From an optimization exercise on the open Yosys and OpenROAD flow, aimed at small area; shortcuts taken in it are not production practice. In this exercise RTL edits were held to simulation tests only and were not proved equivalent to the original.

==> inputs of job 3105 <==
// RegisterFile
module RegisterFile(we, rst, clk, data_in, data_out, data_oe, addr, enable_reg);
   input [5:0] addr;
   input we, rst, clk;
   input [31:0] data_in;
   output [31:0] data_out;
   output data_oe;
   input enable_reg;
   wire [32:0] wr;
   wire [32:0] wrn;
   wire [32:0] sel;
   wire [31:0] rowq [0:32];
   wire [32:0] rowr;
   wire [31:0] rdq;
   wire        rdr;
   wire [7:0] pa;
   wire [4:0] pb;
   wire [4:0] pbw;
   genvar i, j;
   generate
      for (i = 0; i < 8; i = i + 1) begin : g_pa
         assign pa[i] = (addr[2:0] == i);
      end
      for (i = 0; i < 5; i = i + 1) begin : g_pb
         assign pb[i]  = (addr[5:3] == i);
         assign pbw[i] = pb[i] & we;
      end
      for (i = 0; i < 33; i = i + 1) begin : g_row
         rf_ctl ctl (.clk(clk), .rst(rst), .a(pa[i % 8]), .b(pb[i / 8]), .bw(pbw[i / 8]),
                     .w(wr[i]), .wn(wrn[i]), .sel(sel[i]));
         rf_row row (.clk(clk), .w(wr[i]), .wn(wrn[i]), .d(data_in), .q(rowq[i]), .r(rowr[i]));
      end
      for (j = 0; j < 32; j = j + 1) begin : g_rd
         wire [32:0] col;
         for (i = 0; i < 33; i = i + 1) begin : g_col
            assign col[i] = rowq[i][j];
         end
         rf_rdbit rd (.sel(sel), .q(col), .o(rdq[j]));
      end
   endgenerate
   rf_rdbit rd_ref (.sel(sel), .q(rowr), .o(rdr));
   assign data_out = rdq ^ {32{rdr}};
   assign data_oe = ~we & enable_reg;
endmodule
==> module RegisterFile, before the edit <==
module RegisterFile(we, rst, clk, data_in, data_out, data_oe, addr, enable_reg);
   input [5:0] addr;
   input we, rst, clk;
   input [31:0] data_in;
   output [31:0] data_out;
   output data_oe;
   input enable_reg;
   wire [32:0] wr;
   wire [32:0] wrn;
   wire [32:0] sel;
   wire [31:0] rowq [0:32];
   wire [32:0] rowr;
   wire [31:0] rdq;
   wire        rdr;
   wire [7:0] pa;
   wire [4:0] pb;
   wire [4:0] pbw;
   genvar i, j;
   generate
      for (i = 0; i < 8; i = i + 1) begin : g_pa
         assign pa[i] = (addr[2:0] == i);
      end
      for (i = 0; i < 5; i = i + 1) begin : g_pb
         assign pb[i]  = (addr[5:3] == i);
         assign pbw[i] = pb[i] & we;
      end
      for (i = 0; i < 33; i = i + 1) begin : g_row
         rf_ctl ctl (.clk(clk), .rst(rst), .a(pa[i % 8]), .b(pb[i / 8]), .bw(pbw[i / 8]),
                     .w(wr[i]), .wn(wrn[i]), .sel(sel[i]));
         rf_row row (.clk(clk), .w(wr[i]), .wn(wrn[i]), .d(data_in), .q(rowq[i]), .r(rowr[i]));
      end
      for (j = 0; j < 32; j = j + 1) begin : g_rd
         wire [32:0] col;
         for (i = 0; i < 33; i = i + 1) begin : g_col
            assign col[i] = rowq[i][j];
         end
         rf_rdbit rd (.sel(sel), .q(col), .o(rdq[j]));
      end
   endgenerate
   rf_rdbit rd_ref (.sel(sel), .q(rowr), .o(rdr));
   assign data_out = rdq ^ {32{rdr}};
   assign data_oe = ~we & enable_reg;
endmodule
==> module rf_ctl, before the edit <==
module rf_ctl (
   input  wire clk,
   input  wire rst,
   input  wire a,
   input  wire b,
   input  wire bw,
   output wire w,
   output wire wn,
   output wire sel
);
   reg v;
   assign wn  = ~(a & bw);
   assign w   = ~wn;
   assign sel = a & b & v;
   always @(posedge clk or posedge rst) begin
      if (rst) v <= 1'b0;
      else     v <= v | w;
   end
endmodule
==> module rf_row, before the edit <==
module rf_row (
   input  wire        clk,
   input  wire        w,
   input  wire        wn,
   input  wire [31:0] d,
   output wire [31:0] q,
   output reg         r
);
   genvar b;
   generate
      for (b = 0; b < 32; b = b + 1) begin : g_bit
         rf_bit u (.clk(clk), .w(w), .wn(wn), .d(d[b]), .q(q[b]));
      end
   endgenerate
   always @(posedge clk)
      r <= ~(r & wn);
endmodule
==> flow/config.mk <==
export PLATFORM = sky130hd
export DESIGN_NAME = RegisterFile
export DESIGN_NICKNAME = RegisterFile
export VERILOG_FILES = /design/flow/design.v
export SDC_FILE = /design/flow/constraint.sdc
export NUM_CORES = 4
export LEC_CHECK = 0
export CAP_MARGIN = 20
export CORE_MARGIN = 2
export CORE_UTILIZATION = 65
export CTS_BUF_LIST = sky130_fd_sc_hd__clkbuf_4 sky130_fd_sc_hd__clkbuf_8
export CTS_CLUSTER_DIAMETER = 60
export CTS_CLUSTER_SIZE = 15
export GPL_TIMING_DRIVEN = 0
export SLEW_MARGIN = 20
export SYNTH_HIERARCHICAL = 1
export SYNTH_MINIMUM_KEEP_SIZE = 0
==> flow/constraint.sdc <==
create_clock -name core_clock -period 8.0 [get_ports {clk}]
set_input_delay 1.6000 -clock core_clock [delete_from_list [all_inputs] [get_ports {clk}]]
set_output_delay 1.6000 -clock core_clock [all_outputs]
set_load 0.01 [all_outputs]
standard.sh (not shown) runs the stock make flow with config.mk's settings and CLKGATE_MAP_FILE= SYNTH_SCRIPT=/design/flow/synth_recipe.tcl, a recipe that flattens the netlist after the stock synthesis.
==> flow/flow/run.sh <==
#!/bin/bash
# The standard ORFS layout (the standard.sh, standard synthesis included), with one
# change: the buffers placed on the input and output ports are sky130_fd_sc_hd__buf_1
# instead of the cell buffer_ports picks by default (a delay buffer, clkdlybuf4s50_1).
set -euo pipefail
export BUFFER_PORTS_ARGS="-buffer_cell sky130_fd_sc_hd__buf_1"
bash standard.sh > standard_flow.log 2>&1
==> inputs of job 3844, as changes to job 3105 <==
--- a/flow/design.v
+++ b/flow/design.v
@@ -11,5 +11,5 @@
    wire [31:0] rowq [0:32];
-   wire [32:0] rowr;
    wire [31:0] rdq;
-   wire        rdr;
+   wire [31:0] wd;
+   reg         ph;
    wire [7:0] pa;
@@ -17,2 +17,12 @@
    wire [4:0] pbw;
+   reg        live;
+   always @(posedge clk or posedge rst) begin
+      if (rst) live <= 1'b0;
+      else     live <= 1'b1;
+   end
+   always @(posedge clk or posedge rst) begin
+      if (rst) ph <= 1'b0;
+      else     ph <= ~ph;
+   end
+   assign wd = data_in ^ {32{ph}};
    genvar i, j;
@@ -23,9 +33,9 @@
       for (i = 0; i < 5; i = i + 1) begin : g_pb
-         assign pb[i]  = (addr[5:3] == i);
-         assign pbw[i] = pb[i] & we;
+         assign pb[i]  = (addr[5:3] == i) & live;
+         assign pbw[i] = (addr[5:3] == i) & we & ~rst;
       end
       for (i = 0; i < 33; i = i + 1) begin : g_row
-         rf_ctl ctl (.clk(clk), .rst(rst), .a(pa[i % 8]), .b(pb[i / 8]), .bw(pbw[i / 8]),
+         rf_ctl ctl (.clk(clk), .live(live), .a(pa[i % 8]), .b(pb[i / 8]), .bw(pbw[i / 8]),
                      .w(wr[i]), .wn(wrn[i]), .sel(sel[i]));
-         rf_row row (.clk(clk), .w(wr[i]), .wn(wrn[i]), .d(data_in), .q(rowq[i]), .r(rowr[i]));
+         rf_row row (.clk(clk), .w(wr[i]), .wn(wrn[i]), .d(wd), .q(rowq[i]));
       end
@@ -39,4 +49,4 @@
    endgenerate
-   rf_rdbit rd_ref (.sel(sel), .q(rowr), .o(rdr));
-   assign data_out = rdq ^ {32{rdr}};
+   wire hit = |sel;
+   assign data_out = rdq ^ {32{ph & hit}};
    assign data_oe = ~we & enable_reg;
@@ -45,3 +55,3 @@
    input  wire clk,
-   input  wire rst,
+   input  wire live,
    input  wire a,
@@ -57,6 +67,4 @@
    assign sel = a & b & v;
-   always @(posedge clk or posedge rst) begin
-      if (rst) v <= 1'b0;
-      else     v <= v | w;
-   end
+   always @(posedge clk)
+      v <= (v & live) | w;
 endmodule
@@ -67,4 +75,3 @@
    input  wire [31:0] d,
-   output wire [31:0] q,
-   output reg         r
+   output wire [31:0] q
 );
@@ -76,4 +83,2 @@
    endgenerate
-   always @(posedge clk)
-      r <= ~(r & wn);
 endmodule
==> flow/flow/run.sh (replaced) <==
#!/bin/bash
# The standard ORFS layout (the standard.sh, standard synthesis included), with two
# changes:
#  - the buffers placed on the input and output ports are sky130_fd_sc_hd__buf_1 instead of
#    the cell buffer_ports picks by default (a delay buffer, clkdlybuf4s50_1);
set -euo pipefail
export BUFFER_PORTS_ARGS="-buffer_cell sky130_fd_sc_hd__buf_1"
export CTS_ARGS="-sink_clustering_enable -repair_clock_nets -buf_list {sky130_fd_sc_hd__clkbuf_4 sky130_fd_sc_hd__clkbuf_8} -sink_clustering_size 15 -sink_clustering_max_diameter 60 -dont_use_dummy_load"
bash standard.sh > standard_flow.log 2>&1
Settings changed: CORE_UTILIZATION 65 to 72, GPL_TIMING_DRIVEN 0 to not set.
==> impl_metrics.tcl <==
set metrics [dict create \
    clock_buffers 99 \
    fillers 3655 \
    ff2ff_setup_slack_ns 7.31 \
    seq_area_um2 22600 \
    cpPeakStageDelay_ns 0.56 \
    p_clk_mw 2.77 \
    synth_warnings 10 \
    status "no timing/DRC/antenna violations" \
    final_nets 3192 \
    vias 32100 \
    syn_area_um2 35300 \
    hold_slack_ns 0.398 \
    max_freq_ghz 0.139 \
    hpwl_mm 77.3 \
    crit_end "data_out[2]" \
]
(the above is from job 3105)
==> impl_metrics.tcl <==
set metrics [dict create \
    vias 32200 \
    ff2ff_setup_slack_ns 5.06 \
    synth_warnings 9 \
    final_nets 3138 \
    arrival_ns 5.06 \
    status "no timing/DRC/antenna violations" \
    cpPeakStageDelay_ns 0.84 \
    syn_area_um2 34500 \
    dp.cells 3611 \
    syn_inst 2871 \
    hpwl_mm 73.2 \
    crit_end "data_out[29]" \
    p_clk_mw 2.58 \
    seq_area_um2 21900 \
    hold_slack_ns 0.444 \
    clock_buffers 82 \
    max_freq_ghz 0.150 \
]
(the above is from job 3844)


==> inputs of run a <==
==> flow/design.v <==
module RegisterFile(we, rst, clk, data_in, data_out, data_oe, addr, enable_reg);
   input [5:0] addr;
   input we, rst, clk;
   input [31:0] data_in;
   output [31:0] data_out;
   output data_oe;
   input enable_reg;
   wire [32:0] dec;
   wire [32:0] wr;
   wire [32:0] sel;
   wire [31:0] rowq [0:32];
   reg  [32:0] valid;
   genvar i, j;
   generate
      for (i = 0; i < 33; i = i + 1) begin : g_row
         assign dec[i] = (addr == i);
         assign wr[i]  = we & dec[i];
         assign sel[i] = dec[i] & valid[i];
         rf_row row (.clk(clk), .w(wr[i]), .wn(~wr[i]), .d(data_in), .q(rowq[i]));
      end
      for (j = 0; j < 32; j = j + 1) begin : g_rd
         wire [32:0] col;
         for (i = 0; i < 33; i = i + 1) begin : g_col
            assign col[i] = rowq[i][j];
         end
         rf_rdbit rd (.sel(sel), .q(col), .o(data_out[j]));
      end
   endgenerate
   always @(posedge clk or posedge rst) begin
      if (rst) valid <= 33'b0;
      else     valid <= valid | wr;
   end
   assign data_oe = ~we & enable_reg;
endmodule
module rf_row (
   input  wire        clk,
   input  wire        w,
   input  wire        wn,
   input  wire [31:0] d,
   output reg  [31:0] q
);
   always @(posedge clk)
      q <= (d & {32{w}}) | (q & {32{wn}});
endmodule
module rf_rdbit (
   input  wire [32:0] sel,
   input  wire [32:0] q,
   output wire        o
);
   wire [10:0] gn;
   genvar k;
   generate
      for (k = 0; k < 11; k = k + 1) begin : g_grp
         rf_aoi3 g (.s(sel[3*k+2:3*k]), .q(q[3*k+2:3*k]), .on(gn[k]));
      end
   endgenerate
   assign o = ~&gn;
endmodule
module rf_aoi3 (
   input  wire [2:0] s,
   input  wire [2:0] q,
   output wire       on
);
   assign on = ~|(s & q);
endmodule
==> flow/run.sh <==
#!/bin/bash
# synth_recipe.tcl (not shown) runs the flow's synth.tcl, then flattens the netlist and writes it again
# the make line also repeats each setting of config.mk as NAME=value (left out here)
make -C /OpenROAD-flow-scripts/flow DESIGN_CONFIG=/design/flow/config.mk WORK_HOME=/design/flow/orfs CLKGATE_MAP_FILE= SYNTH_SCRIPT=/design/flow/synth_recipe.tcl finish
==> flow/config.mk <==
export PLATFORM = sky130hd
export DESIGN_NAME = RegisterFile
export DESIGN_NICKNAME = RegisterFile
export VERILOG_FILES = /design/flow/design.v
export SDC_FILE = /design/flow/constraint.sdc
export NUM_CORES = 4
export LEC_CHECK = 0
export CAP_MARGIN = 20
export CORE_MARGIN = 2
export CORE_UTILIZATION = 40
export SLEW_MARGIN = 20
export SYNTH_HIERARCHICAL = 1
export SYNTH_MINIMUM_KEEP_SIZE = 0
==> flow/constraint.sdc <==
create_clock -name core_clock -period 8.0 [get_ports {clk}]
set_input_delay 1.6000 -clock core_clock [delete_from_list [all_inputs] [get_ports {clk}]]
set_output_delay 1.6000 -clock core_clock [all_outputs]
set_load 0.01 [all_outputs]
==> run b (differences from run a) <==
--- a/flow/design.v
+++ b/flow/design.v
@@ -7,14 +7,30 @@
    input enable_reg;
-   wire [32:0] dec;
    wire [32:0] wr;
+   wire [32:0] wrn;
    wire [32:0] sel;
    wire [31:0] rowq [0:32];
-   reg  [32:0] valid;
+   wire [32:0] rowr;
+   wire [31:0] rdq;
+   wire        rdr;
+   wire [7:0] pa;
+   wire [4:0] pb;
+   wire [4:0] pbw;
+   reg        live;
+   always @(posedge clk or posedge rst) begin
+      if (rst) live <= 1'b0;
+      else     live <= 1'b1;
+   end
    genvar i, j;
    generate
+      for (i = 0; i < 8; i = i + 1) begin : g_pa
+         assign pa[i] = (addr[2:0] == i);
+      end
+      for (i = 0; i < 5; i = i + 1) begin : g_pb
+         assign pb[i]  = (addr[5:3] == i) & live;
+         assign pbw[i] = (addr[5:3] == i) & we & ~rst;
+      end
       for (i = 0; i < 33; i = i + 1) begin : g_row
-         assign dec[i] = (addr == i);
-         assign wr[i]  = we & dec[i];
-         assign sel[i] = dec[i] & valid[i];
-         rf_row row (.clk(clk), .w(wr[i]), .wn(~wr[i]), .d(data_in), .q(rowq[i]));
+         rf_ctl ctl (.clk(clk), .live(live), .a(pa[i % 8]), .b(pb[i / 8]), .bw(pbw[i / 8]),
+                     .w(wr[i]), .wn(wrn[i]), .sel(sel[i]));
+         rf_row row (.clk(clk), .w(wr[i]), .wn(wrn[i]), .d(data_in), .q(rowq[i]), .r(rowr[i]));
       end
@@ -25,10 +41,25 @@
          end
-         rf_rdbit rd (.sel(sel), .q(col), .o(data_out[j]));
+         rf_rdbit rd (.sel(sel), .q(col), .o(rdq[j]));
       end
    endgenerate
-   always @(posedge clk or posedge rst) begin
-      if (rst) valid <= 33'b0;
-      else     valid <= valid | wr;
-   end
+   rf_rdbit rd_ref (.sel(sel), .q(rowr), .o(rdr));
+   assign data_out = rdq ^ {32{rdr}};
    assign data_oe = ~we & enable_reg;
+endmodule
+module rf_ctl (
+   input  wire clk,
+   input  wire live,
+   input  wire a,
+   input  wire b,
+   input  wire bw,
+   output wire w,
+   output wire wn,
+   output wire sel
+);
+   reg v;
+   assign wn  = ~(a & bw);
+   assign w   = ~wn;
+   assign sel = a & b & v;
+   always @(posedge clk)
+      v <= (v & live) | w;
 endmodule
@@ -39,6 +70,23 @@
    input  wire [31:0] d,
-   output reg  [31:0] q
+   output wire [31:0] q,
+   output reg         r
+);
+   genvar b;
+   generate
+      for (b = 0; b < 32; b = b + 1) begin : g_bit
+         rf_bit u (.clk(clk), .w(w), .wn(wn), .d(d[b]), .q(q[b]));
+      end
+   endgenerate
+   always @(posedge clk)
+      r <= ~(r & wn);
+endmodule
+module rf_bit (
+   input  wire clk,
+   input  wire w,
+   input  wire wn,
+   input  wire d,
+   output reg  q
 );
    always @(posedge clk)
-      q <= (d & {32{w}}) | (q & {32{wn}});
+      q <= ~((q | w) & (d | wn));
 endmodule
==> flow/flow/run.sh (new file) <==
#!/bin/bash
# The standard ORFS layout (the standard.sh, standard synthesis included), with these
# changes:
#  - the buffers placed on the input and output ports are sky130_fd_sc_hd__buf_1 instead of
#    the cell buffer_ports picks by default (a delay buffer, clkdlybuf4s50_1);
#  - timing-driven global placement keeps no resizer changes of its own
#    (GPL_KEEP_OVERFLOW=0); the resize step after placement repairs the design.
set -euo pipefail
export BUFFER_PORTS_ARGS="-buffer_cell sky130_fd_sc_hd__buf_1"
export CTS_ARGS="-sink_clustering_enable -repair_clock_nets -buf_list {sky130_fd_sc_hd__clkbuf_4 sky130_fd_sc_hd__clkbuf_8} -sink_clustering_size 18 -sink_clustering_max_diameter 60 -dont_use_dummy_load"
export GPL_KEEP_OVERFLOW=0
bash standard.sh > standard_flow.log 2>&1
==> flow/standard.sh (new file) <==
#!/bin/bash
# synth_recipe.tcl (not shown) runs the flow's synth.tcl, then flattens the netlist and writes it again
# the make line also repeats each setting of config.mk as NAME=value (left out here)
make -C /OpenROAD-flow-scripts/flow DESIGN_CONFIG=/design/flow/config.mk WORK_HOME=/design/flow/orfs CLKGATE_MAP_FILE= SYNTH_SCRIPT=/design/flow/synth_recipe.tcl "${@:-finish}"
CAP_MARGIN = 0   (was 20)
CORE_UTILIZATION = 65   (was 40)
CTS_BUF_LIST = sky130_fd_sc_hd__clkbuf_4 sky130_fd_sc_hd__clkbuf_8   (was not set)
CTS_CLUSTER_DIAMETER = 60   (was not set)
CTS_CLUSTER_SIZE = 18   (was not set)
PLACE_DENSITY = 0.85   (was not set)
SLEW_MARGIN = 0   (was 20)
removed: flow/run.sh
==> results.py <==
metrics = {
    "status": {
        "outcome": "failed layout checks",
        "violatedChecks": "capacitance limit, slew limit",
    },
    "run": {
        "max_cap_violations": 2,
    },
    "detailed_routing": {
        "vias": 31580,
    },
    "synthesis": {
        "synth-xor-area-share": 0.008001,
        "synth-compound-area-share": 0.3006,
    },
    "grt": {
        "grt_usage": 0.4199,
    },
    "cells_and_area": {
        "signal_buffers": 79,
    },
    "setup_path": {
        "cp.arrival_ns": 5.36,
    },
    "timing": {
        "slew_viol_final": 34,
        "holdWs_ns": 0.4012,
    },
}
The numbers above come from run b.

==> results.py <==
metrics = {
    "status": {
        "outcome": "no timing/DRC/antenna violations",
    },
    "timing": {
        "holdWs_ns": 0.4495,
        "slew_viol_final": 0,
    },
    "synthesis": {
        "synth-compound-area-share": 0.3358,
        "synth-adder-area-share": 0,
        "synth-xor-area-share": 0,
    },
    "setup_path": {
        "cp.arrival_ns": 6.12,
    },
    "cells_and_area": {
        "signal_buffers": 229,
    },
    "detailed_routing": {
        "vias": 31710,
    },
    "run": {
        "max_cap_violations": 0,
    },
    "grt": {
        "grt_usage": 0.2808,
    },
}
The numbers above come from run a.

separate check: timing with driven ports:
No port has a modelled driver above. Below, the same layouts with a new extraction and two added sets of constraints.
Step 1, drivers: a clkbuf_16 drives clk and a buf_2 each remaining input, both assumed.
Step 2 moves the port delays by t, midway between the first and last clock arrival at a register: inputs arrive t later, outputs are due t later. That takes back most of the time a late clock gives input paths.
Slacks: ideal ports / drivers / drivers and shift; pairs: ideal ports / drivers.
run	shift t [ns]	slack for setup (ns)	hold WS [ns]	worst setup path after step 2	worst register clock-pin slew, ns
job 3105	0.777	0.821 / 0.751 / 0.751	0.398 / 0.398 / 0.398	input to output	0.10 / 0.10
job 3844	0.774	1.342 / 1.295 / 1.295	0.444 / 0.444 / 0.444	input to output	0.10 / 0.10
run a	0.762	0.276 / 0.194 / 0.194	0.449 / 0.449 / 0.449	input to output	0.07 / 0.07
run b	0.750	1.044 / 0.950 / 0.950	0.401 / 0.401 / 0.401	input to output	0.12 / 0.12
The setup slack of run b, which loses most, moves by -0.094 ns with the drivers and by -0.094 ns with both steps.
